What follows belongs to an exercise in optimizing a design on an open flow for small area and a short achievable clock period; a production flow would make more cautious choices. Where RTL was checked, it was by simulation tests only, not by an equivalence proof against the original. Power figures rest on the tool's default switching activity, not on a simulated workload.

## CPU
module CPU(
	input logic clk,
	input logic [15:0] inM,
	input logic [15:0] instruction,
	input logic reset,
	output logic [15:0] outM,
	output logic writeM,
	output logic [14:0] addressM,
	output logic [14:0] pc
);
	logic [15:0] A, D;
	logic [14:0] PC;
	wire c  = instruction[15];
	wire am = instruction[12];
	wire zx = instruction[11];
	wire nx = instruction[10];
	wire zy = instruction[9];
	wire ny = instruction[8];
	wire f  = instruction[7];
	wire no = instruction[6];
	logic dn0;
	logic xa0;
	logic x0;
	logic ymn0;
	logic ya0;
	logic y0;
	logic gn0;
	logic gfn0;
	logic pn0;
	logic q0;
	logic t0;
	logic dn1;
	logic xa1;
	logic x1;
	logic ymn1;
	logic ya1;
	logic y1;
	logic gn1;
	logic gfn1;
	logic pn1;
	logic q1;
	logic t1;
	logic dn2;
	logic xa2;
	logic x2;
	logic ymn2;
	logic ya2;
	logic y2;
	logic gn2;
	logic gfn2;
	logic pn2;
	logic q2;
	logic t2;
	logic dn3;
	logic xa3;
	logic x3;
	logic ymn3;
	logic ya3;
	logic y3;
	logic gn3;
	logic gfn3;
	logic pn3;
	logic q3;
	logic t3;
	logic dn4;
	logic xa4;
	logic x4;
	logic ymn4;
  ...
==> flow/config.mk <==
export PLATFORM = sky130hd
export DESIGN_NAME = CPU
export DESIGN_NICKNAME = CPU
export VERILOG_FILES = /design/flow/design.v
export SDC_FILE = /design/flow/constraint.sdc
export NUM_CORES = 4
export LEC_CHECK = 0
export CAP_MARGIN = 20
export CORE_MARGIN = 2
export CORE_UTILIZATION = 40
export SETUP_SLACK_MARGIN = 5
export SLEW_MARGIN = 20
==> flow/constraint.sdc <==
create_clock -name core_clock -period 12.5 [get_ports {clk}]
set_input_delay 2.5000 -clock core_clock [delete_from_list [all_inputs] [get_ports {clk}]]
set_output_delay 2.5000 -clock core_clock [all_outputs]
set_load 0.01 [all_outputs]
standard.sh (not shown) runs the stock make flow with config.mk's settings and CLKGATE_MAP_FILE= SYNTH_SCRIPT=/design/flow/synth_recipe.tcl, a recipe that flattens the netlist after the stock synthesis.
==> flow/flow/run.sh <==
#!/bin/bash
# Layout flow: the standard ORFS flow (standard.sh) with two changes:
#  - synthesis maps the logic with the ABC script in flow/abc.script
#    (ORFS's synth.tcl otherwise unchanged; same -nofsm -noshare, flatten and renames)
#  - port buffers are sky130_fd_sc_hd__buf_1 instead of the default choice
set -euo pipefail
W=$PWD
sed "s#log_cmd abc {\*}\$abc_args#log_cmd abc {*}[lreplace \$abc_args 1 1 $W/flow/abc.script]#" \
  "$FLOW_HOME/scripts/synth.tcl" > "$W/synth_custom.tcl"
grep -q "flow/abc.script" "$W/synth_custom.tcl"
sed "s#\$::env(SCRIPTS_DIR)/synth.tcl#$W/synth_custom.tcl#" synth_recipe.tcl > "$W/synth_top.tcl"
grep -q "synth_custom.tcl" "$W/synth_top.tcl"
EXTRA=()
if [[ -f flow/make_args.txt ]]; then mapfile -t EXTRA < <(grep -v '^\s*$' flow/make_args.txt); fi
bash standard.sh SYNTH_SCRIPT="$W/synth_top.tcl" \
  "BUFFER_PORTS_ARGS=-buffer_cell sky130_fd_sc_hd__buf_1" "${EXTRA[@]}" finish > "$W/flow.log" 2>&1
==> flow/flow/abc.script <==
strash; dch; map -a; topo; stime -c
==> flow/flow/make_args.txt <==
SYNTH_KEEP_MODULES=hk_inv hk_nand2 hk_nor2 hk_nand3 hk_xor2 hk_xnor2 hk_mux2i hk_aoi21 hk_oai21
CTS_ARGS=-sink_clustering_enable -repair_clock_nets -dont_use_dummy_load
RECOVER_POWER=100
The starting point completed without violations.
Rerun with:
==> flow/flow/make_args.txt (replaced) <==
SYNTH_KEEP_MODULES=hk_inv hk_nand2 hk_nor2 hk_nand3 hk_xor2 hk_xnor2 hk_mux2i hk_aoi21 hk_oai21
SETUP_SLACK_MARGIN=5.5
- SETUP_SLACK_MARGIN: 5 -> 4.5
Effect: Worst setup slack gains 1600 ps. Register-to-register slack gains 790 ps. Total power grows by about 17%. Sequential share of layout area shrinks by 4.3 points. Via count grows by about 6%. Design area grows by 16%. Synthesized area is unchanged. Global-route usage grows by 1.8 points. Non-clock buffer count grows by 24.
Rerun with:
==> flow/flow/make_args.txt (replaced) <==
SYNTH_KEEP_MODULES=hk_inv hk_nand2 hk_nor2 hk_nand3 hk_xor2 hk_xnor2 hk_mux2i hk_aoi21 hk_oai21
Outcome:
- The new run finished with timing, DRC and antenna clean
- final area went down by about 15%
- maximum frequency went down by about 8%
- core utilization went down by 8.3 points
- synthesized cell count is unchanged
- wire length went down by 15%
- final cell count went down by 4.8%
Rerun with:
- SETUP_SLACK_MARGIN: 4.5 -> 5
After rerunning: Worst setup slack improved by 380 ps. Final area increases by a few percent. Routed wire length went up by a few percent. Synthesized area is unchanged. Total power rises by a few percent. Critical path depth stays the same. Final cell count grows slightly. Global-route usage came out higher by 0.24 points. First-iteration DRC count decreases by roughly a tenth.
Rerun with:
==> flow/flow/make_args.txt (replaced) <==
SYNTH_KEEP_MODULES=hk_inv hk_nand2 hk_nor2 hk_nand3 hk_xor2 hk_xnor2 hk_mux2i hk_aoi21 hk_oai21
RECOVER_POWER=100
- SETUP_SLACK_MARGIN: 5 -> 4.5
What happened: The new run completed without violations; routed wire length fell by 2.4%; core utilization went down by 2.1 points; design area drops by 4.3%; clock skew barely changes; die area stays the same; count of clock-buffer cells in the layout stays the same; cell count drops by 1.1%; power came out lower by 4.2%; synthesized cell count does not change.
Function was not checked in any run of this note: the RTL went through the layout flow alone.

* * *

Setup of red:
CPU, a different RTL version from the one above (not shown whole).
Size: roughly 400 cells after synthesis, about 0.0033 mm² of cells after synthesis.
clock: 12.5 ns
lec_check: 0
cap_margin: 20
core_margin: 2
core_utilization: 40
setup_slack_margin: 4.5
slew_margin: 20
==> flow/flow/make_args.txt <==
SYNTH_KEEP_MODULES=hk_inv hk_and2 hk_nand2 hk_nor2 hk_nand3 hk_xor2 hk_xnor2 hk_aoi22 hk_aoi21 hk_oai21 hk_o22ai
CTS_ARGS=-sink_clustering_enable -repair_clock_nets -dont_use_dummy_load
CORE_UTILIZATION=70
PLACE_DENSITY=0.85
Scripts as last shown in full above: flow/flow/run.sh, flow/flow/abc.script
The flow did not stop early for red: all stages ran, and the layout cleared the timing, DRC and antenna checks.
Inputs modified between red and blue:
==> flow/flow/make_args.txt <==
SYNTH_KEEP_MODULES=hk_inv hk_and2 hk_nand2 hk_nor2 hk_nand3 hk_xor2 hk_xnor2 hk_aoi22 hk_aoi21 hk_oai21 hk_o22ai
CTS_ARGS=-sink_clustering_enable -repair_clock_nets -dont_use_dummy_load
## What came out
Delta (blue minus red): net load switching power picked up an extra 0.91%, routed length on met1 up about 19%, routed wire length shows an increase of 470 µm, core utilization moved down, die span in y went up. For site row count, dividing the value from blue by the value from red gives 1.3. Number of gates on the worst path with buffers counted, blue and red, lower one = red. Summary — total power, blue relative to red: higher, by about 0.54%. blue -> red: antenna diode count delta 0, exact match. Per the comparison of blue with red, areal power density over the cells shows a reduction of 3.2 mW/mm², global-route wire length before repair shows an increase of 7.0%.
For green, these inputs were changed with respect to blue:
- SETUP_SLACK_MARGIN now 4.75, was 4.5
==> flow/flow/make_args.txt <==
SYNTH_KEEP_MODULES=hk_inv hk_and2 hk_nand2 hk_nor2 hk_nand3 hk_xor2 hk_xnor2 hk_aoi22 hk_aoi21 hk_oai21 hk_o22ai
CTS_ARGS=-sink_clustering_enable -repair_clock_nets -dont_use_dummy_load
CORE_UTILIZATION=55
PLACE_DENSITY=0.7
--- outcome ---
In the reports for blue and green, the smaller biggest fanout along the worst timing path belongs to blue. Of the two values seen for standard cell with the maximum stage delay on the critical path, buf_4 was produced by green and xor2_1 by blue. Number of buffer and inverter stages on the critical path: green < blue. green vs blue: total of fill cells in the finished design down by more than a quarter. Relative to blue, the die area measured on green has decreased by more than a quarter.
Input changes introduced in orange (baseline for comparison: green):
- SETUP_SLACK_MARGIN: 4.75 -> 4.5
==> flow/flow/make_args.txt <==
SYNTH_KEEP_MODULES=hk_inv hk_and2 hk_nand2 hk_nor2 hk_nand3 hk_xor2 hk_xnor2 hk_aoi22 hk_aoi21 hk_oai21 hk_o22ai
CTS_ARGS=-sink_clustering_enable -repair_clock_nets -dont_use_dummy_load
DONT_USE_CELLS=sky130_fd_sc_hd__probe_p_8 sky130_fd_sc_hd__probec_p_8 sky130_fd_sc_hd__lpflow_bleeder_1 sky130_fd_sc_hd__lpflow_clkbufkapwr_1 sky130_fd_sc_hd__lpflow_clkbufkapwr_16 sky130_fd_sc_hd__lpflow_clkbufkapwr_2 sky130_fd_sc_hd__lpflow_clkbufkapwr_4 sky130_fd_sc_hd__lpflow_clkbufkapwr_8 sky130_fd_sc_hd__lpflow_clkinvkapwr_1 sky130_fd_sc_hd__lpflow_clkinvkapwr_16 sky130_fd_sc_hd__lpflow_clkinvkapwr_2 sky130_fd_sc_hd__lpflow_clkinvkapwr_4 sky130_fd_sc_hd__lpflow_clkinvkapwr_8 sky130_fd_sc_hd__lpflow_decapkapwr_12 sky130_fd_sc_hd__lpflow_decapkapwr_3 sky130_fd_sc_hd__lpflow_decapkapwr_4 sky130_fd_sc_hd__lpflow_decapkapwr_6 sky130_fd_sc_hd__lpflow_decapkapwr_8 sky130_fd_sc_hd__lpflow_inputiso0n_1 sky130_fd_sc_hd__lpflow_inputiso0p_1 sky130_fd_sc_hd__lpflow_inputiso1n_1 sky130_fd_sc_hd__lpflow_inputiso1p_1 sky130_fd_sc_hd__lpflow_inputisolatch_1 sky130_fd_sc_hd__lpflow_isobufsrc_1 sky130_fd_sc_hd__lpflow_isobufsrc_16 sky130_fd_sc_hd__lpflow_isobufsrc_2 sky130_fd_sc_hd__lpflow_isobufsrc_4 sky130_fd_sc_hd__lpflow_isobufsrc_8 sky130_fd_sc_hd__lpflow_isobufsrckapwr_16 sky130_fd_sc_hd__lpflow_lsbuf_lh_hl_isowell_tap_1 sky130_fd_sc_hd__lpflow_lsbuf_lh_hl_isowell_tap_2 sky130_fd_sc_hd__lpflow_lsbuf_lh_hl_isowell_tap_4 sky130_fd_sc_hd__lpflow_lsbuf_lh_isowell_4 sky130_fd_sc_hd__lpflow_lsbuf_lh_isowell_tap_1 sky130_fd_sc_hd__lpflow_lsbuf_lh_isowell_tap_2 sky130_fd_sc_hd__lpflow_lsbuf_lh_isowell_tap_4  sky130_fd_sc_hd__o21ai_0 sky130_fd_sc_hd__a21boi_0 sky130_fd_sc_hd__and2_0 sky130_fd_sc_hd__or2_0 sky130_fd_sc_hd__o311ai_0
==> run notes <==
Count of final max-slew check failures delta (green -> orange): insignificant
Comparing green with orange, the clock share of power came out essentially unchanged.
Number of antenna violations at the first check in global routing across orange and green: no real change.
Combinational share of power in orange is 0.5 points below green.
In orange, the share of the cycle needed by the critical path after routing came out 1.1 points above the value in green.
Comparing green with orange, the register bit total from synthesis came out essentially unchanged.
Pre-CTS worst setup slack delta (orange − green): favourable
Against green as the reference, orange delivers a lower depth of the worst register-to-register path.
Looking at critical path depth, orange sits 2 higher than green does.
Edits applied to the flow inputs when going from orange to purple:
- changing SETUP_SLACK_MARGIN from 4.5 to 4.75
==> flow/flow/make_args.txt <==
SYNTH_KEEP_MODULES=hk_inv hk_and2 hk_nand2 hk_nor2 hk_nand3 hk_xor2 hk_xnor2 hk_aoi22 hk_aoi21 hk_oai21 hk_o22ai
CTS_ARGS=-sink_clustering_enable -repair_clock_nets -dont_use_dummy_load
SETUP_MOVE_SEQUENCE=sizeup,swap
Results
purple reached the end of the flow, and the finished layout is clean on the timing, DRC and antenna checks. Reported for orange and purple, fraction of synthesis flops using an asynchronous set or reset pin turned out identical to the last digit. Looking at portion of total power attributed to the clock network, purple sits below orange. In the reports for orange and purple, the larger proportion of cell area occupied by multi-input gates belongs to purple. Number of instances in the placed design: orange vs purple, no meaningful difference. Status: worst setup skew after layout parity (purple, orange). On purple: placement-stage cell area is 0.41% higher than what orange gave. Total power on purple is up relative to orange. purple vs. orange: share of the cycle needed by the critical path after routing went up by 0.50 points.

## afterwards: timing with drivers on the ports
Ports are ideal in the flow. The routed layouts listed here were re-timed in OpenROAD.
Step 1 assumes that a clkbuf_16 drives the clock port and a buf_2 every other input.
Step 2 moves the port delays by t, midway between the first and last clock arrival at a register: inputs arrive t later, outputs are due t later. That takes back most of the time a late clock gives input paths.
Three values: ideal, step 1, step 2; two values: the first two.
| run | shift t [ns] | setup WS [ns] | clock arrival spread, ns | slew at the worst register clock pin (ns) | pins driven straight from the clock port |
|---|---|---|---|---|---|
| the first run of note 1 | 0.336 | 3.807 / 3.775 / 3.775 | 0.022 / 0.022 | 0.10 / 0.10 | 1 |
| the second run of note 1 | 0.340 | 5.385 / 5.282 / 5.282 | 0.004 / 0.004 | 0.10 / 0.10 | 1 |
| the third run of note 1 | 0.343 | 4.766 / 4.744 / 4.744 | 0.012 / 0.012 | 0.11 / 0.11 | 1 |
| the fourth run of note 1 | 0.342 | 5.143 / 5.104 / 5.104 | 0.009 / 0.009 | 0.10 / 0.10 | 1 |
| the fifth run of note 1 | 0.345 | 3.735 / 3.707 / 3.707 | 0.013 / 0.013 | 0.11 / 0.11 | 1 |
| red | 0.319 | 4.777 / 4.745 / 4.745 | 0.015 / 0.015 | 0.09 / 0.09 | 1 |
| blue | 0.324 | 4.754 / 4.724 / 4.724 | 0.008 / 0.007 | 0.09 / 0.09 | 1 |
| green | 0.328 | 4.892 / 4.856 / 4.856 | 0.023 / 0.023 | 0.10 / 0.10 | 1 |
| orange | 0.326 | 4.749 / 4.727 / 4.727 | 0.008 / 0.008 | 0.08 / 0.08 | 1 |
| purple | 0.324 | 4.686 / 4.635 / 4.635 | 0.007 / 0.007 | 0.09 / 0.09 | 1 |
After both steps setup and hold are still met in every run listed. The setup slack of the second run of note 1, which loses most, moves by -0.103 ns with the drivers and by -0.103 ns with both steps.
